From an optimization exercise on the open Yosys and OpenROAD flow, aimed at small area; shortcuts taken in it are not production practice. The RTL was checked by simulation tests, not by an equivalence proof against the original design.

## flow/design.v (module list and top-level ports; edited modules follow where they fit)
// module eq_channel: 8990 lines
// module FA: 4 lines
// module HA: 4 lines
module eq_channel(clk, rst_n, seq_lo, smpl_lo, seq_hi, smpl_hi,
                  LP_pot, B1_pot, B2_pot, B3_pot, HP_pot, VOL_pot, aud_out);
  // ...
==> flow/run.sh <==
#!/bin/bash
# synth_recipe.tcl (not shown) runs the flow's synth.tcl, then flattens the netlist and writes it again
# the make line also repeats each setting of config.mk as NAME=value (left out here)
make -C /OpenROAD-flow-scripts/flow DESIGN_CONFIG=/design/flow/config.mk WORK_HOME=/design/flow/orfs CLKGATE_MAP_FILE= SYNTH_SCRIPT=/design/flow/synth_recipe.tcl finish
==> flow/config.mk <==
export PLATFORM = sky130hd
export DESIGN_NAME = eq_channel
export DESIGN_NICKNAME = eq_channel
export VERILOG_FILES = /design/flow/design.v
export SDC_FILE = /design/flow/constraint.sdc
export NUM_CORES = 4
export LEC_CHECK = 0
export ABC_AREA = 1
export CAP_MARGIN = 20
export CORE_MARGIN = 2
export CORE_UTILIZATION = 55
export CTS_CLUSTER_DIAMETER = 100
export CTS_CLUSTER_SIZE = 30
export SLEW_MARGIN = 20
export SYNTH_HIERARCHICAL = 1
export SYNTH_MEMORY_MAX_BITS = 65536
==> flow/constraint.sdc <==
create_clock -name core_clock -period 10.0 [get_ports {clk}]
set_input_delay 2.0000 -clock core_clock [delete_from_list [all_inputs] [get_ports {clk}]]
set_output_delay 2.0000 -clock core_clock [all_outputs]
set_load 0.01 [all_outputs]
==> impl_metrics.py, run 1 <==
metrics = {
    "status": {
        "status": "no timing/DRC/antenna violations",
    },
    "finish": {
        "layout.nonclk_buf_share_pct": 3.58,
        "area_delta_synth_final_pct": 6.25,
        "multiInputGateArea_um2": 71600,
        "multi_input_area_share_pct": 75.0,
        "drive_gt1_share_pct": 4.34,
    },
    "synth": {
        "syn_avg_cell_area_um2": 8.25,
        "async_reset_ff_share_pct": 15.9,
        "synth_top_area_cell": "fa_1",
        "synth_top_family_by_area": "adder cells",
        "netlist.area_leader.share_pct": 34.9,
    },
    "routing": {
        "wl_met3_um": 46300,
        "m1WireLength_um": 138000,
    },
    "place": {
        "io_buffers": 123,
        "place.detailed.hpwl_um": 283000,
    },
    "die": {
        "die_area_um2": 167000,
        "io_pins": 124,
        "coreArea_um2": 163000,
        "taps": 2175,
    },
    "hold_path": {
        "hold_class": "flop to flop",
        "worstHoldEndpoint": "sum2[0]",
    },
    "worst_setup_path": {
        "crit_slowest_cell": "nor2_1",
        "crit_fanout": 15,
        "crit_path_start_kind": "flop",
        "path_delay_family": "adder cells",
    },
    "global_routing": {
        "grt.overflow.total": 0,
        "grt_use_total_pct": 43.5,
        "met1_usage_pct": 57.2,
        "grt_util_met2_pct": 65.8,
    },
    "clock_network": {
        "cts_resized": 0,
        "cts_hold_buf": 0,
        "cts_setup_buffers": 0,
        "numCtsBuffers": 40,
        "cts-root-buf": "clkbuf_16",
        "h-tree-depth": 2,
    },
    "sta": {
        "period_share_pct": 95.3,
        "final.setup_skew_ns": 0.0375,
        "tns_ns": 0,
        "timing.final.ws_setup_ns": 0.465,
    },
}
==> run 2, diff against run 1 <==
--- a/flow/config.mk
+++ b/flow/config.mk
@@ -8,9 +8,10 @@
 export ABC_AREA = 1
 export CAP_MARGIN = 20
 export CORE_MARGIN = 2
-export CORE_UTILIZATION = 55
+export CORE_UTILIZATION = 50
 export CTS_CLUSTER_DIAMETER = 100
 export CTS_CLUSTER_SIZE = 30
+export GPL_TIMING_DRIVEN = 0
 export SLEW_MARGIN = 20
 export SYNTH_HIERARCHICAL = 1
 export SYNTH_MEMORY_MAX_BITS = 65536
==> impl_metrics.py, run 2 <==
metrics = {
    "sta": {
        "fin_hold_ws_ns": 0.569,
        "finalSetupViolations": 2,
        "final.setup_skew_ns": 0.102,
        "hold_viol": 0,
        "timing.final.ws_setup_ns": -0.104,
        "slew-limit-headroom_pct": 8.26,
        "tns_ns": -0.147,
        "worst_pin_slew_ns": 1.38,
        "finalCriticalPeriod_ns": 10.10,
        "period_share_pct": 101,
        "fmax_mhz": 99.0,
        "drv_slew": 0,
    },
    "worst_setup_path": {
        "crit_top_cell": "fa_1",
        "crit_path_start_kind": "input pin",
        "crit_type": "input pin to flop",
        "path_cells": "clkdlybuf4s50_1 > ha_1 > a21o_1 > a21boi_0 > and2_1 > o31ai_1 > fa_1 > xnor2_2 > clkbuf_1 > o221ai_1 > fa_1 > fa_1 > fa_1 > fa_1 > ha_1 > fa_1 > fa_1 > fa_1 > fa_1 > fa_1 > inv_1 > nor2_1",
        "cp.required_ns": 10.68,
        "crit_slowest_cell": "clkdlybuf4s50_1",
        "cpPeakStageDelay_ns": 0.86,
        "endpoint_kind": "flop",
        "cp.arrival_ns": 10.78,
        "crit_fanout": 10,
    },
    "finish": {
        "fin_nets": 13391,
        "area_delta_synth_final_pct": 6.88,
        "drive_gt1_share_pct": 2.72,
        "final_cells": 13454,
        "layout_commonest_cell": "nand2_1",
        "final_cell_mix": "2572 x nand2_1, 1568 x fa_1, 1378 x inv_1",
    },
    "synth": {
        "ys.warnings.count": 7,
        "synth-edff-count": 0,
        "ys_seq_elements": 516,
        "synth-xor-area-share_pct": 1.45,
        "ys_types": 60,
        "synth_adder_area_share_pct": 44.1,
        "synth-main-ff-cell": "dfxtp_1",
        "muxShareOfSynthArea_pct": 0.0627,
        "yosys.cell_count.top_type": "nand2_1",
        "postSynthCellCount": 10887,
        "async_reset_ff_share_pct": 15.9,
        "seq_area_frac_synth_pct": 12.0,
        "synth-simple-area-share_pct": 17.6,
        "syn_avg_cell_area_um2": 8.25,
        "netlist.area_leader.share_pct": 34.9,
        "synthTopCellsByArea": "fa_1 35%, nand2_1 11%, dfxtp_1 9.7%",
        "synth_top_area_cell": "fa_1",
        "yosys-top-cells-count": "2575 x nand2_1, 1568 x fa_1, 1379 x inv_1",
        "synth_top_family_by_area": "adder cells",
        "synth-compound-area-share_pct": 16.4,
        "syn_area_um2": 89900,
    },
    "clock_network": {
        "cts-root-buf": "clkbuf_16",
        "numCtsBuffers": 38,
        "path_clk_slew_ns": 0.10,
        "tritoncts": "done",
        "clk_latency_ns": 0.73,
        "clockBufferDepth": 3,
        "h-tree-depth": 2,
        "cts_hold_buf": 0,
        "cts_sinks": 516,
    },
    "die": {
        "die_x_um": 428,
        "die_h_um": 428,
        "io_pins": 124,
        "die_area_um2": 183000,
        "rows": 155,
        "initial_utilization_pct": 50.4,
        "coreArea_um2": 178000,
    },
    "routing": {
        "wl_per_cell_um": 30.0,
        "drc": 0,
        "postRouteAntennaNets": 0,
        "dr_total_vias": 88368,
        "routed_wl_um": 403000,
        "drtIter0Drc": 12599,
        "dr.pass1.iters": 7,
        "vias_per_cell": 6.57,
    },
    "place": {
        "io_buffers": 123,
        "gp_congestion": 1.09,
        "dpl.cell_count": 13375,
        "place.detailed.hpwl_um": 321000,
    },
    "global_routing": {
        "grt_max_degree": 52,
        "grt.overflow.total": 0,
        "grt_pass1_wl_um": 592000,
        "grt_use_total_pct": 43.3,
        "grt_pass1_vias": 88979,
        "antenna_found_initial": 23,
    },
    "status": {
        "so_faults": "negative setup slack",
        "status": "failed layout checks",
    },
    "hold_path": {
        "hold_class": "flop to flop",
    },
    "run": {
        "maxCapViolCount": 0,
    },
}
==> run 2: cell counts after synthesis <==
No cell type changed its count.
==> run 2: worst paths after layout <==
path                                    to  slack, ns  startpoint  cells after the start
worst max-delay path            acc_B2[23]      -0.10  smpl_lo[4]                     22
worst min-delay path               r_HP[0]       0.57     r_HP[0]                      1
min in group asynchronous         r_LP[14]       1.22       rst_n                      1
worst max register to register    c_B2[12]       0.07     a_lo[3]                     30
worst min register to register     r_HP[0]       0.57     r_HP[0]                      1
max in group asynchronous         r_B1[14]       8.09       rst_n                      2
==> run 2: logic make-up after synthesis <==
kind of cell	count (synthesis)
XOR/XNOR	149
buffers and inverters	2004
other	1
AND/OR/NAND/NOR	3941
flip-flops	516
AO/OA/AOI/OAI	2046
multiplexers	5
adder cells (fa/ha/maj)	2225
==> run 2: cell type report <==
class                      count  area, um2
fill                       16622      82400
multi-input combinational   8373      71700
sequential                   516      10800
inverter                    1443       5440
tap                         2355       2950
buffer                       554       2240
timing repair buffer         132       1340
clock buffer                  40       1000
clock inverter                29        554
antenna                       12       30.0
==> run 2: per-module statistics from Yosys (local to each module, per instance) <==
module,copies in the design,flip-flops and latches,area (um2),cells
eq_channel,1,516,57400,9142
FA,1420,0,20.0,1
HA,325,0,12.5,1
==> run 2: what timing repair did <==
| item | 4_1_cts | 5_1_grt |
|---|---|---|
| pin swaps | 0 | 1 |
| resized for setup | 23 | 85 |
| endpoints found under the setup margin | 27 | 64 |
| setup buffers | 0 | 5 |
| cloned | 0 | 0 |
==> run 2: layer usage <==
layer / track usage (%) / part of all wire [%] / routed length [um] / vias to the layer above
met5: 0 / 0.023 / 93 / -
met1: 56.8 / 38 / 154000 / 43483
met4: 22.1 / 6.4 / 26000 / 14
met3: 14.5 / 13 / 53300 / 1550
li1: - / - / - / 36736
met2: 63.8 / 42 / 170000 / 6585
==> run 2: per-stage QoR <==
stage	worst slack (ns)	util, %	area (um2)
CTS	0.00358	53.7	95800
global route	-0.0191	53.8	96000
detailed placement	-1.34	52.8	94200
finish	-0.104	53.8	96100
global placement	-1.40	52.7	94100
floorplan	1.23	-	89900
==> run 2: worst max-delay path, delay by kind of cell <==
| kind | cells | cell delay (ns) |
|---|---|---|
| fa+ha+maj | 12 | 5.20 |
| buf+inv | 3 | 1.63 |
| compound gates | 4 | 0.92 |
| xor+xnor | 1 | 0.55 |
| simple gates | 2 | 0.47 |
==> run 3, diff against run 2 <==
--- a/flow/config.mk
+++ b/flow/config.mk
@@ -8,10 +8,9 @@
 export ABC_AREA = 1
 export CAP_MARGIN = 20
 export CORE_MARGIN = 2
-export CORE_UTILIZATION = 50
+export CORE_UTILIZATION = 45
 export CTS_CLUSTER_DIAMETER = 100
 export CTS_CLUSTER_SIZE = 30
-export GPL_TIMING_DRIVEN = 0
 export SLEW_MARGIN = 20
 export SYNTH_HIERARCHICAL = 1
 export SYNTH_MEMORY_MAX_BITS = 65536
==> impl_metrics.py, run 3 <==
metrics = {
    "status": {
        "status": "no timing/DRC/antenna violations",
    },
    "sta": {
        "slew-limit-headroom_pct": 19.3,
        "finalCriticalPeriod_ns": 9.44,
        "timing.final.ws_setup_ns": 0.558,
        "worst_pin_slew_ns": 1.21,
        "period_share_pct": 94.4,
        "rsz0062_at_grt": "false",
        "hold_viol": 0,
        "tns_ns": 0,
        "final.setup_skew_ns": 0.0495,
        "finalSetupViolations": 0,
        "drv_slew": 0,
        "fmax_mhz": 106,
    },
    "worst_setup_path": {
        "crit_path_start_kind": "flop",
        "timing.rr.start": "r_B1[3]",
        "crit_type": "flop to flop",
        "crit_fanout": 15,
        "crit_top_cell": "fa_1",
        "crit_slowest_cell": "dfrtp_1",
        "reg2reg_to": "s_B1[13]",
        "endpoint_kind": "flop",
        "r2r_cells": 34,
        "cp.arrival_ns": 9.99,
        "cpPeakStageDelay_ns": 0.58,
        "r2r_slack_ns": 0.56,
        "cp.required_ns": 10.54,
    },
    "global_routing": {
        "grt_max_degree": 146,
        "grt_pass1_wl_um": 569000,
        "antenna_found_initial": 7,
        "grt_use_total_pct": 36.8,
        "grt_pass1_vias": 86384,
        "grt.overflow.total": 0,
    },
    "clock_network": {
        "path_clk_slew_ns": 0.10,
        "cts_sinks": 516,
        "tritoncts": "done",
        "cts_setup_buffers": 0,
        "cts_resized": 0,
        "h-tree-depth": 2,
        "numCtsBuffers": 44,
        "clockBufferDepth": 3,
        "clk_latency_ns": 0.72,
        "cts-root-buf": "clkbuf_16",
        "cts_hold_buf": 0,
    },
    "finish": {
        "final_cell_mix": "2573 x nand2_1, 1568 x fa_1, 1379 x inv_1",
        "nFillCells": 19486,
        "layout_commonest_cell": "nand2_1",
        "area_delta_synth_final_pct": 7.40,
        "fin_nets": 13162,
        "stdcell_area_um2": 96500,
        "drive_gt1_share_pct": 4.70,
    },
    "synth": {
        "yosys-top-cells-count": "2575 x nand2_1, 1568 x fa_1, 1379 x inv_1",
        "synthTopCellsByArea": "fa_1 35%, nand2_1 11%, dfxtp_1 9.7%",
        "postSynthCellCount": 10887,
        "netlist.area_leader.share_pct": 34.9,
        "synth-edff-count": 0,
        "syn_avg_cell_area_um2": 8.25,
        "seq_area_frac_synth_pct": 12.0,
        "ys_seq_elements": 516,
        "synth-main-ff-cell": "dfxtp_1",
        "synth_top_area_cell": "fa_1",
        "ys_types": 60,
        "yosys.cell_count.top_type": "nand2_1",
        "syn_area_um2": 89900,
        "async_reset_ff_share_pct": 15.9,
        "ys.warnings.count": 7,
    },
    "hold_path": {
        "hold_start": "acc_HP[0]",
        "worstHoldEndpoint": "acc_HP[0]",
        "hold_class": "flop to flop",
        "worst_hold_path.num_cells": 3,
    },
    "routing": {
        "vias_per_cell": 6.24,
        "postRouteAntennaNets": 0,
        "drtIter0Drc": 10661,
        "drc": 0,
        "wl_per_cell_um": 27.8,
        "routed_wl_um": 377000,
        "dr.pass1.iters": 7,
        "dr_total_vias": 84430,
    },
    "die": {
        "coreArea_um2": 199000,
        "initial_utilization_pct": 45.2,
        "die_x_um": 451,
        "die_area_um2": 203000,
        "rows": 164,
        "die_h_um": 451,
        "io_pins": 124,
    },
    "place": {
        "place.detailed.hpwl_um": 289000,
        "io_buffers": 123,
        "post-place-ws_ns": 0.408,
        "place_area_um2": 94800,
        "gp_congestion": 1.06,
    },
    "run": {
        "maxCapViolCount": 0,
    },
}
[run 3: cell counts after synthesis]
Identical to the previous run, type by type.
[run 3: how the worst max path moves through the flow]
stage	start	to	slack, ns	cells past startpoint
2_1_floorplan	smpl_hi[2]	acc_HP[30]	1.23	24
3_3_place_gp	smpl_hi[3]	acc_HP[30]	0.42	27
3_5_place_dp	smpl_hi[5]	acc_HP[30]	0.41	25
4_1_cts	r_B1[3]	s_B1[13]	0.64	34
5_1_grt	r_B1[3]	s_B1[7]	0.02	34
6_report	r_B1[3]	s_B1[13]	0.56	34
[run 3: worst max-delay path, delay by kind of cell, from the launching register on]
| family | cells | cell delay, ns |
|---|---|---|
| fa+ha+maj | 15 | 5.91 |
| flops | 1 | 0.58 |
| simple gates | 11 | 1.30 |
| buf+inv | 2 | 0.13 |
| xor+xnor | 2 | 0.68 |
| compound gates | 4 | 0.69 |
[run 3: cell families after synthesis]
family	share of synthesized area (%)
AND/OR/NAND/NOR	17.6
multiplexers	0.0626
flip-flops	12.0
other	0.00417
adder cells (fa/ha/maj)	44.1
XOR/XNOR	1.45
AO/OA/AOI/OAI	16.4
buffers and inverters	8.47
[run 3: modules after synthesis, one instance, submodules excluded]
module      cells  copies in the design  area (um2)  flip-flops and latches
eq_channel   9142                     1       57400                     516
FA              1                  1420        20.0                       0
HA              1                   325        12.5                       0
[run 3: area by class of cell]
class / instances / area (um2) / area share (%)
Sequential cell: 516 / 10700 / 11.1
Inverter: 1443 / 5420 / 5.61
Multi-Input combinational cell: 8373 / 71600 / 74.1
Clock inverter: 36 / 584 / 0.605
Tap cell: 2656 / 3320 / 3.44
Clock buffer: 46 / 1150 / 1.19
Antenna cell: 3 / 7.51 / 0.00778
Timing Repair Buffer: 451 / 3730 / 3.86
[run 3: through the flow]
step / util, % / instances / hold WS, ns
floorplan: - / 10893 / 0.507
global placement: 47.6 / 13439 / 0.542
detailed placement: 47.6 / 13439 / 0.548
CTS: 48.5 / 13521 / 0.574
global route: 48.5 / 13522 / 0.616
finish: 48.5 / 13524 / 0.569
[run 3: per-layer routing]
| layer | GRT usage (%) | share of wire (%) | vias to the layer above |
|---|---|---|---|
| met1 | 50.2 | 41 | 41884 |
| met5 | 0 | 0.0035 | - |
| met3 | 7.26 | 9.7 | 1186 |
| met2 | 56.3 | 44 | 5110 |
| li1 | - | - | 36248 |
| met4 | 17.1 | 5.7 | 2 |

-- port drivers added, routing unchanged --
The flow's constraints put no driver on any port. The routed layouts listed below were extracted and timed again, unchanged, in two steps.
Step 1 sets driving cells, clkbuf_16 on the clock port and buf_2 on the other inputs (assumed; they add their load-dependent delay and slew).
Step 2 adds t to the input delays and takes it off the output delays; t is the mean of the earliest and latest rising clock arrival at the registers after step 1. Input paths then give back, and output paths get back, about the clock's delay inside the block.
Three values: ideal, step 1, step 2; two values: the first two.
| run | t (ns) | setup slack, ns | slew at the worst register clock pin (ns) |
|---|---|---|---|
| run 1 | 0.782 | 0.465 / 0.465 / -0.032 | 0.12 / 0.12 |
| run 2 | 0.778 | -0.104 / -0.052 / -0.830 | 0.12 / 0.12 |
| run 3 | 0.775 | 0.558 / 0.558 / 0.385 | 0.11 / 0.11 |
With both steps, setup timing fails in run 1, where it was met with ideal ports. For run 2, which loses most, drivers alone change the setup slack by +0.052 ns; drivers and shift together by -0.726 ns.
